What follows belongs to an exercise in optimizing a design on an open flow for small area, a short achievable clock period and few clock cycles per item; a production flow would make more cautious choices.

run a:
Design divider_nr, start of the top module:
module divider_nr
  #
  (
   parameter BITS      = 16
   )
  (
   input wire                       clk,
   input wire                       reset,
   input wire                       start,
   input wire unsigned [BITS-1:0]   dividend,
   input wire unsigned [BITS-1:0]   divisor,
   output logic                     done,
   output logic unsigned [BITS-1:0] quotient,
   output logic unsigned [BITS-1:0] remainder
   );
==> module divider_nr, before the edit <==
module divider_nr
  #
  (
   parameter BITS      = 16
   )
  (
   input wire                       clk,
   input wire                       reset,
   input wire                       start,
   input wire unsigned [BITS-1:0]   dividend,
   input wire unsigned [BITS-1:0]   divisor,
   output logic                     done,
   output logic unsigned [BITS-1:0] quotient,
   output logic unsigned [BITS-1:0] remainder
   );
  localparam BC = $clog2(BITS);
  logic [BITS-1:0] rem_q;      
  logic [BITS-2:0] quo_q;      
  logic [BC-1:0]   idx_q;      
  logic            bit_q;      
  logic            busy_q;
  logic [BITS-1:0] div_q;      
  function automatic logic [3:0] msb_pos(input logic [15:0] x);
    logic [7:0] y8;
    logic [3:0] y4;
    logic [1:0] y2;
    msb_pos[3] = |x[15:8];
    y8         = msb_pos[3] ? x[15:8] : x[7:0];
    msb_pos[2] = |y8[7:4];
    y4         = msb_pos[2] ? y8[7:4] : y8[3:0];
    msb_pos[1] = |y4[3:2];
    y2         = msb_pos[1] ? y4[3:2] : y4[1:0];
    msb_pos[0] = y2[1];
  endfunction
  logic [3:0] pa, pb;
  logic [4:0] pdiff;
  logic       neg;
  logic [BC-1:0] sh;
  assign pa    = msb_pos(dividend);
  assign pb    = msb_pos(divisor);
  assign pdiff = {1'b0, pa} - {1'b0, pb};
  assign neg   = pdiff[4];
  assign sh    = neg ? '0 : pdiff[3:0];
  logic [2:0]  lo;
  logic [1:0]  hi;
  logic [15:0] v;
  logic [19:0] w;
  logic [15:0] full;
  assign lo   = {1'b0, pa[1:0]} - {1'b0, pb[1:0]};
  assign hi   = pa[3:2] - pb[3:2];
  assign v    = dividend >> lo[1:0];
  assign w    = {v, 4'b0} >> {hi, 2'b0};
  assign full = neg ? dividend : (lo[2] ? w[15:0] : w[19:4]);
  logic [BC-1:0] nidx;
  assign nidx = start ? sh : idx_q - 1'b1;
  logic [BITS:0]   trial;
  logic [BITS+1:0] diffr;
  logic            qbit;
  assign trial = {rem_q, bit_q};
  assign diffr = {1'b0, trial} - {2'b0, div_q};
  assign qbit  = ~diffr[BITS+1];
  assign done      = busy_q && (idx_q == '0);
  assign quotient  = {quo_q, qbit};
  assign remainder = qbit ? diffr[BITS-1:0] : trial[BITS-1:0];
  always_ff @(posedge clk) begin
    idx_q <= nidx;
    div_q <= divisor;
    bit_q <= start ? full[0] : dividend[idx_q - 1'b1];
    if (start) begin
      busy_q <= 1'b1;
      rem_q  <= {1'b0, full[15:1]};
      quo_q  <= '0;
    end else begin
      if (done) busy_q <= 1'b0;
      rem_q <= remainder;
      quo_q <= quotient[BITS-2:0];
    end
    if (reset) busy_q <= 1'b0;
  end
endmodule
==> flow/config.mk <==
export PLATFORM = sky130hd
export DESIGN_NAME = divider_nr
export DESIGN_NICKNAME = divider_nr
export VERILOG_FILES = /design/flow/design.v
export SDC_FILE = /design/flow/constraint.sdc
export NUM_CORES = 4
export LEC_CHECK = 0
export ABC_AREA = 1
export CAP_MARGIN = 20
export CORE_MARGIN = 2
export CORE_UTILIZATION = 60
export SETUP_SLACK_MARGIN = 1.0
export SLEW_MARGIN = 20
==> flow/constraint.sdc <==
create_clock -name core_clock -period 5.0 [get_ports {clk}]
set_input_delay 1.0000 -clock core_clock [delete_from_list [all_inputs] [get_ports {clk}]]
set_output_delay 1.0000 -clock core_clock [all_outputs]
set_load 0.01 [all_outputs]
standard.sh (not shown) runs the stock make flow with config.mk's settings and CLKGATE_MAP_FILE= SYNTH_SCRIPT=/design/flow/synth_recipe.tcl, a recipe that flattens the netlist after the stock synthesis.
==> flow/flow/run.sh <==
#!/bin/bash
cp standard.sh standard_sh.txt
export BUFFER_PORTS_ARGS="-buffer_cell sky130_fd_sc_hd__buf_2"
bash standard.sh > standard.log 2>&1
#### Input delta (run b over run a)
==> flow/design.v, changed modules only <==
module divider_nr
  #
  (
   parameter BITS      = 16
   )
  (
   input wire                       clk,
   input wire                       reset,
   input wire                       start,
   input wire unsigned [BITS-1:0]   dividend,
   input wire unsigned [BITS-1:0]   divisor,
   output logic                     done,
   output logic unsigned [BITS-1:0] quotient,
   output logic unsigned [BITS-1:0] remainder
   );
  localparam BC = $clog2(BITS);
  logic [BITS-1:0] rem_q;      
  logic [BITS-2:0] quo_q;      
  logic [BC-1:0]   idx_q;      
  logic            bit_q;      
  logic            busy_q;
  logic [BITS-1:0] div_q;      
  function automatic logic [3:0] msb_pos(input logic [15:0] x);
    logic [7:0] y8;
    logic [3:0] y4;
    logic [1:0] y2;
    msb_pos[3] = |x[15:8];
    y8         = msb_pos[3] ? x[15:8] : x[7:0];
    msb_pos[2] = |y8[7:4];
    y4         = msb_pos[2] ? y8[7:4] : y8[3:0];
    msb_pos[1] = |y4[3:2];
    y2         = msb_pos[1] ? y4[3:2] : y4[1:0];
    msb_pos[0] = y2[1];
  endfunction
  logic [3:0] pa, pb;
  logic [4:0] pdiff;
  logic       neg;
  logic [BC-1:0] sh;
  assign pa    = msb_pos(dividend);
  assign pb    = msb_pos(divisor);
  assign pdiff = {1'b0, pa} - {1'b0, pb};
  assign neg   = pdiff[4];
  assign sh    = neg ? '0 : pdiff[3:0];
  logic [BC-1:0] nidx;
  assign nidx = start ? sh : idx_q - 1'b1;
  logic [BITS:0]   trial, sg, sp, sh1, cy;
  logic [BITS-1:0] diffr;
  logic            qbit;
  assign trial = {rem_q, bit_q};
  always_comb begin
    logic [BITS:0] g, p;
    for (int i = 0; i <= BITS; i++) begin
      logic nb;
      nb     = (i < BITS) ? ~div_q[i] : 1'b1;
      g[i]   = trial[i] & nb;
      p[i]   = trial[i] | nb;
      sh1[i] = trial[i] ^ nb;
    end
    g[0] = g[0] | p[0];
    for (int d = 1; d <= BITS; d = d * 2)
      for (int i = BITS; i >= d; i--) begin
        g[i] = g[i] | (p[i] & g[i-d]);
        p[i] = p[i] & p[i-d];
      end
    sg = g;
    sp = p;
    cy = {g[BITS-1:0], 1'b1};
  end
  assign qbit = sg[BITS];
  for (genvar i = 0; i < BITS; i++) begin : g_diff
    assign diffr[i] = sh1[i] ^ cy[i];
  end
  assign done      = busy_q && (idx_q == '0);
  assign quotient  = {quo_q, qbit};
  assign remainder = qbit ? diffr : trial[BITS-1:0];
  always_ff @(posedge clk) begin
    idx_q <= nidx;
    div_q <= divisor;
    bit_q <= dividend[nidx];
    if (start) begin
      busy_q <= 1'b1;
      rem_q  <= neg ? (dividend >> 1) : ((dividend >> 1) >> pdiff[3:0]);
      quo_q  <= '0;
    end else begin
      if (done) busy_q <= 1'b0;
      rem_q <= remainder;
      quo_q <= quotient[BITS-2:0];
    end
    if (reset) busy_q <= 1'b0;
  end
endmodule
## What came out
Run b closes out successfully: all stages finished, all timing, DRC and antenna checks passed.
In the route summary, run b ends up with a via count below that of run a.
For the layout-stage area growth over the synthesis result, run b came in 0.55 points lower than run a did.
Compare run b and run a | register-to-register setup slack higher: run a
As of run b, synthesized cell count had fallen by more than 10% compared to run a.
Cmp run b and run a / worst setup slack / lower: run a
No run of this note included a check of the RTL's function; only the layout flow was run.

## separate check: timing with driven ports
The flow's constraints put no driver on any port. The routed layouts listed below were extracted and timed again, unchanged, in two steps.
Step 1 (the two cells are an assumption about what drives the block):
set clk [get_ports {clk}]
set_driving_cell -lib_cell sky130_fd_sc_hd__clkbuf_16 $clk
set_driving_cell -lib_cell sky130_fd_sc_hd__buf_2 [delete_from_list [all_inputs] $clk]
Step 2 times the ports against the registers' clock, not the clock port: input delays grow and output delays shrink by t, the midpoint of the rising clock arrivals with the driver on.
Three values: ideal, step 1, step 2; two values: the first two.
run | t (ns) | setup slack, ns | worst hold slack (ns) | worst setup path at the end | worst register clock-pin slew, ns
run a | 0.334 | 1.101 / 1.110 / 0.777 | 0.420 / 0.420 / 0.420 | input to register | 0.10 / 0.10
run b | 0.325 | 1.223 / 1.208 / 0.910 | 0.422 / 0.422 / 0.422 | input to register | 0.11 / 0.11
After both steps every run listed still meets setup and hold. The setup slack of run a, which loses most, moves by +0.009 ns with the drivers and by -0.324 ns with both steps.
